This is an optimization exercise on Yosys and OpenROAD, whose aim is a short achievable clock period and few clock cycles, not a production implementation. In this exercise RTL edits were held to simulation tests only and were not proved equivalent to the original. Power and IR drop assume default switching activity.

## before
## top
module top (
    input  wire        clk,
    input  wire        rst,
    output wire [31:0] imem_addr,
    input  wire [31:0] imem_rdata,
    output wire [31:0] dmem_addr,
    output wire [31:0] dmem_wdata,
    output wire [3:0]  dmem_wmask,
    output wire        dmem_wen,
    input  wire [31:0] dmem_rdata
);
    reg  [31:2] pco;
    reg  [31:0] pcn;
    wire [31:0] pc_f = ~pcn;
    localparam IB = 3;
    localparam NB = 1 << IB;
    reg             bv   [0:NB-1];
    reg  [29-IB:0]  btag [0:NB-1];
    reg  [29:0]     btgt [0:NB-1];
    reg  [1:0]      bctr [0:NB-1];
    reg         hit_d, pf_d;
    reg  [1:0]  ctr_d;
    reg         hit_e, jal_e;
    reg  [1:0]  ctr_e;
    reg  [31:0] pc_e, bt_e;
    reg         upd_m, hit_m, tk_m;
    reg  [1:0]  ctr_m;
    reg  [31:0] pc_m, bt_m;
    reg         v_d;
    reg  [31:0] ir_d;
    reg  [31:0] pc_d;
    reg         v_e;
    reg  [31:0] a_e, b_e, sd_e, link_e, alt_e;
    reg         we_e, ld_e, st_e, br_e, jalr_e, link_sel_e, pred_e, auipc_e, jf_e;
    reg         k_e, c_eq_e, c_lt_e, c_ltu_e, jm_e;
    reg  [4:0]  rd_e;
    reg  [2:0]  f3_e;
    reg         sub_e, s_add_e, s_slt_e, s_sltu_e, s_xor_e, s_or_e, s_and_e, s_sll_e, s_srl_e, sra_e;
    reg         v_m;
    reg  [31:0] addr_o, resn_m, sd_m;
    wire [31:0] res_m = ~resn_m;
    reg  [3:0]  mask_m;
    reg         we_m, ld_m, swen_m;
    reg  [4:0]  rd_m;
    reg  [2:0]  f3_m;
    reg  [31:0] rf [0:31];
    reg  [31:0] wb_w;
    reg  [4:0]  rd_w;
    reg         wen_w;
    wire [31:0] mw = dmem_rdata;
    wire [1:0]  ma = res_m[1:0];
    wire [7:0]  lbyte = ma[1] ? (ma[0] ? mw[31:24] : mw[23:16]) : (ma[0] ? mw[15:8] : mw[7:0]);
    wire [15:0] lhalf = ma[1] ? mw[31:16] : mw[15:0];
    reg  [31:0] ldata;
    always @(*) begin
  ...
Size in the first run: roughly 7100 cells after synthesis.
==> flow/config.mk <==
export PLATFORM = sky130hd
export DESIGN_NAME = top
export DESIGN_NICKNAME = top
export VERILOG_FILES = /design/flow/design.v
export SDC_FILE = /design/flow/constraint.sdc
export NUM_CORES = 4
export LEC_CHECK = 0
export CAP_MARGIN = 20
export CORE_MARGIN = 2
export CORE_UTILIZATION = 40
export PLACE_DENSITY = 0.6
export SLEW_MARGIN = 20
==> flow/constraint.sdc <==
create_clock -name core_clock -period 13.0 [get_ports {clk}]
set_input_delay 2.6000 -clock core_clock [delete_from_list [all_inputs] [get_ports {clk}]]
set_output_delay 2.6000 -clock core_clock [all_outputs]
set_load 0.01 [all_outputs]
standard.sh (not shown) runs the stock make flow with config.mk's settings and CLKGATE_MAP_FILE= SYNTH_SCRIPT=/design/flow/synth_recipe.tcl, a recipe that flattens the netlist after the stock synthesis.
==> flow/flow/run.sh <==
#!/bin/bash
# Standard ORFS layout (the standard.sh) with synthesis mapped for speed,
# timing repair aimed at a tighter internal target, and ports buffered with
# plain buffers (buf_4) rather than the default delay-cell buffers.
# The SDC is unchanged.
bash standard.sh finish ABC_CLOCK_PERIOD_IN_PS=3500 SETUP_SLACK_MARGIN=9.5 \
  "BUFFER_PORTS_ARGS=-buffer_cell sky130_fd_sc_hd__buf_4" > standard.log 2>&1
In summary, before completed successfully, with a layout that passed the timing, DRC and antenna checks.
Testbench counts of before, summed over its fixed seeds: cycles 49,440.
Input changes introduced in after (baseline for comparison: before):
--- a/flow/design.v
+++ b/flow/design.v
@@ -22,21 +22,24 @@
     reg  [1:0]  ctr_d;
     reg         hit_e, jal_e;
     reg  [1:0]  ctr_e;
     reg  [31:0] pc_e, bt_e;
     reg         upd_m, hit_m, tk_m;
     reg  [1:0]  ctr_m;
     reg  [31:0] pc_m, bt_m;
     reg         v_d;
     reg  [31:0] ir_d;
+    reg  [11:0] bl_d, jl_d;
+    reg         cb_d, cj_d;
     reg  [31:0] pc_d;
     reg         v_e;
     reg  [31:0] a_e, b_e, sd_e, link_e, alt_e;
+    reg         fs_e;
     reg         we_e, ld_e, st_e, br_e, jalr_e, link_sel_e, pred_e, auipc_e, jf_e;
     reg         k_e, c_eq_e, c_lt_e, c_ltu_e, jm_e;
     reg  [4:0]  rd_e;
     reg  [2:0]  f3_e;
     reg         sub_e, s_add_e, s_slt_e, s_sltu_e, s_xor_e, s_or_e, s_and_e, s_sll_e, s_srl_e, sra_e;
     reg         v_m;
     reg  [31:0] addr_o, resn_m, sd_m;
     wire [31:0] res_m = ~resn_m;
     reg  [3:0]  mask_m;
@@ -67,19 +70,19 @@
     assign dmem_wen   = swen_m;
     always @(posedge clk) begin
         wb_w  <= wb_m;
         rd_w  <= rd_m;
         wen_w <= wen_m;
         if (wen_w) rf[rd_w] <= wb_w;
     end
     wire [31:0] a  = a_e;
     wire [31:0] b  = b_e;
-    wire [31:0] sd = sd_e;
+    wire [31:0] sd = fs_e ? res_m : sd_e;
     wire [31:0] sum  = sub_e ? a - b : a + b;
     wire        eq   = a == b;
     wire        ltu  = a < b;
     wire        lt   = $signed(a) < $signed(b);
     wire [31:0] sll  = a << b[4:0];
     wire [31:0] sra  = $signed(a) >>> b[4:0];
     wire [31:0] srl  = sra_e ? sra : a >> b[4:0];
     wire [31:0] res_o =
         ({32{s_slt_e}}  & {31'b0, lt}) |
@@ -135,20 +138,24 @@
     wire        bl1 = bm1 & ld_m;
     wire        bl2 = bm2 & ld_m;
     wire fa_d = use1 & v_e & we_e & (rd_e == rs1);
     wire fb_d = (d_op | d_br) & v_e & we_e & (rd_e == rs2);
     wire fs_d = d_st & v_e & we_e & (rd_e == rs2);
     wire hz1 = use1 && we_e && rd_e == rs1;
     wire hz2 = use2 && we_e && rd_e == rs2;
     wire stall = v_d && v_e && ld_e && (hz1 || hz2);
     wire [31:0] pc4_d  = pc_d + 32'd4;
-    wire [31:0] bj_d   = pc_d + imm_j;
-    wire [31:0] bb_d   = pc_d + imm_b;
+    wire [19:0] hi_p1  = pc_d[31:12] + 20'd1;
+    wire [19:0] hi_m1  = pc_d[31:12] - 20'd1;
+    wire [19:0] bb_hi  = (cb_d == ir_d[31]) ? pc_d[31:12] : cb_d ? hi_p1 : hi_m1;
+    wire [31:0] bb_d   = {bb_hi, bl_d};
+    wire [19:0] bj_hi  = pc_d[31:12] + imm_j[31:12] + {19'd0, cj_d};
+    wire [31:0] bj_d   = {bj_hi, jl_d};
     wire [31:0] bt_d   = d_jal ? bj_d : bb_d;
     wire        ctl_d  = d_br | d_jal;
     wire        stat_d = d_jal | (d_br & ir_d[31]);
     wire        pred_d = ctl_d & (hit_d ? pf_d : stat_d);
     wire        jf_d   = d_jalr & v_e & auipc_e & (rd_e == rs1) & (rs1 != 5'd0);
     wire [31:0] jx_d   = a_e ^ b_e ^ imm_i;
     wire [31:0] jc_d   = (a_e & b_e) | (a_e & imm_i) | (b_e & imm_i);
     wire [31:0] jt_d   = jx_d + {jc_d[30:0], 1'b0};
     wire        red_d  = v_d & (jf_d | (hit_d ? (pf_d & ~ctl_d) : stat_d));
@@ -232,33 +239,36 @@
             end else begin
                 v_e  <= v_d;
                 v_d  <= ~red_d;
             end
         end
     end
     always @(posedge clk) begin
         if (!stall) begin
             ir_d <= imem_rdata;
+            {cb_d, bl_d} <= {1'b0, pc_f[11:0]} +
+                {1'b0, imem_rdata[7], imem_rdata[30:25], imem_rdata[11:8], 1'b0};
+            {cj_d, jl_d} <= {1'b0, pc_f[11:0]} +
+                {1'b0, imem_rdata[20], imem_rdata[30:21], 1'b0};
             pc_d <= pc_f;
             hit_d <= hit_f;
             pf_d  <= pt_f;
             ctr_d <= ctr_f;
         end
         begin
             a_e    <= ({32{fa_d & s_add_e}} & sum) | ({32{fa_d & ~s_add_e}} & res_o) |
                       ({32{~fa_d & ~d_upper & bl1}} & ldata) |
                       ({32{~fa_d & ~(~d_upper & bl1)}} & (d_auipc ? pc_d : d_lui ? 32'd0 : r1));
             b_e    <= ({32{fb_d & s_add_e}} & sum) | ({32{fb_d & ~s_add_e}} & res_o) |
                       ({32{~fb_d & (d_op | d_br) & bl2}} & ldata) |
                       ({32{~fb_d & ~((d_op | d_br) & bl2)}} & ((d_op | d_br) ? r2 : imm));
-            sd_e   <= ({32{fs_d & s_add_e}} & sum) | ({32{fs_d & ~s_add_e}} & res_o) |
-                      ({32{~fs_d & bl2}} & ldata) |
-                      ({32{~fs_d & ~bl2}} & r2);
+            sd_e   <= bl2 ? ldata : r2;
+            fs_e   <= fs_d;
             link_e <= pc4_d;
             alt_e  <= pred_d ? pc4_d : bt_d;
             we_e   <= d_we;
             ld_e   <= d_ld;
             st_e   <= d_st;
             br_e   <= d_br;
             jalr_e <= d_jalr;
             k_e    <= f3[0] ^ pred_d;
             c_eq_e <= d_br & ~f3[2];
### Flow results
Across both runs, synthesized area was higher for after than for before.
before -> after: chip height increased slightly
Area fraction of clock buffers and clock inverters (lower): after
Sort after and before by number of flops mapped to enable cells by yosys, ascending, and before comes first.
In after, the combinational cell power came out 11% above the value in before.
The routability-driven placement congestion ratio of after falls short of that of before by 0.014.
When after is set beside before, its share of cell area taken by flip-flops and latches turns out to be 0.49 points smaller.
Testbench counts of after, summed over its fixed seeds: cycles 49,440.

-- afterwards: timing with drivers on the ports --
The flow's constraints put no driver on any port. The routed layouts listed below were extracted and timed again, unchanged, in two steps. Step 1 sets driving cells, clkbuf_16 on the clock port and buf_2 on the other inputs (assumed; they add their load-dependent delay and slew). Step 2 times the ports against the registers' clock, not the clock port: input delays grow and output delays shrink by t, the midpoint of the rising clock arrivals with the driver on. Three values: no drivers, after step 1, after step 2; two values: the first two.
run	t, ns	slack for setup (ns)	pins driven straight from the clock port
before	0.948	8.925 / 8.833 / 8.408	1
after	0.986	8.985 / 8.891 / 8.372	1
After both steps every run listed still meets setup and hold. The setup slack of after, which loses most, moves by -0.094 ns with the drivers and by -0.613 ns with both steps.
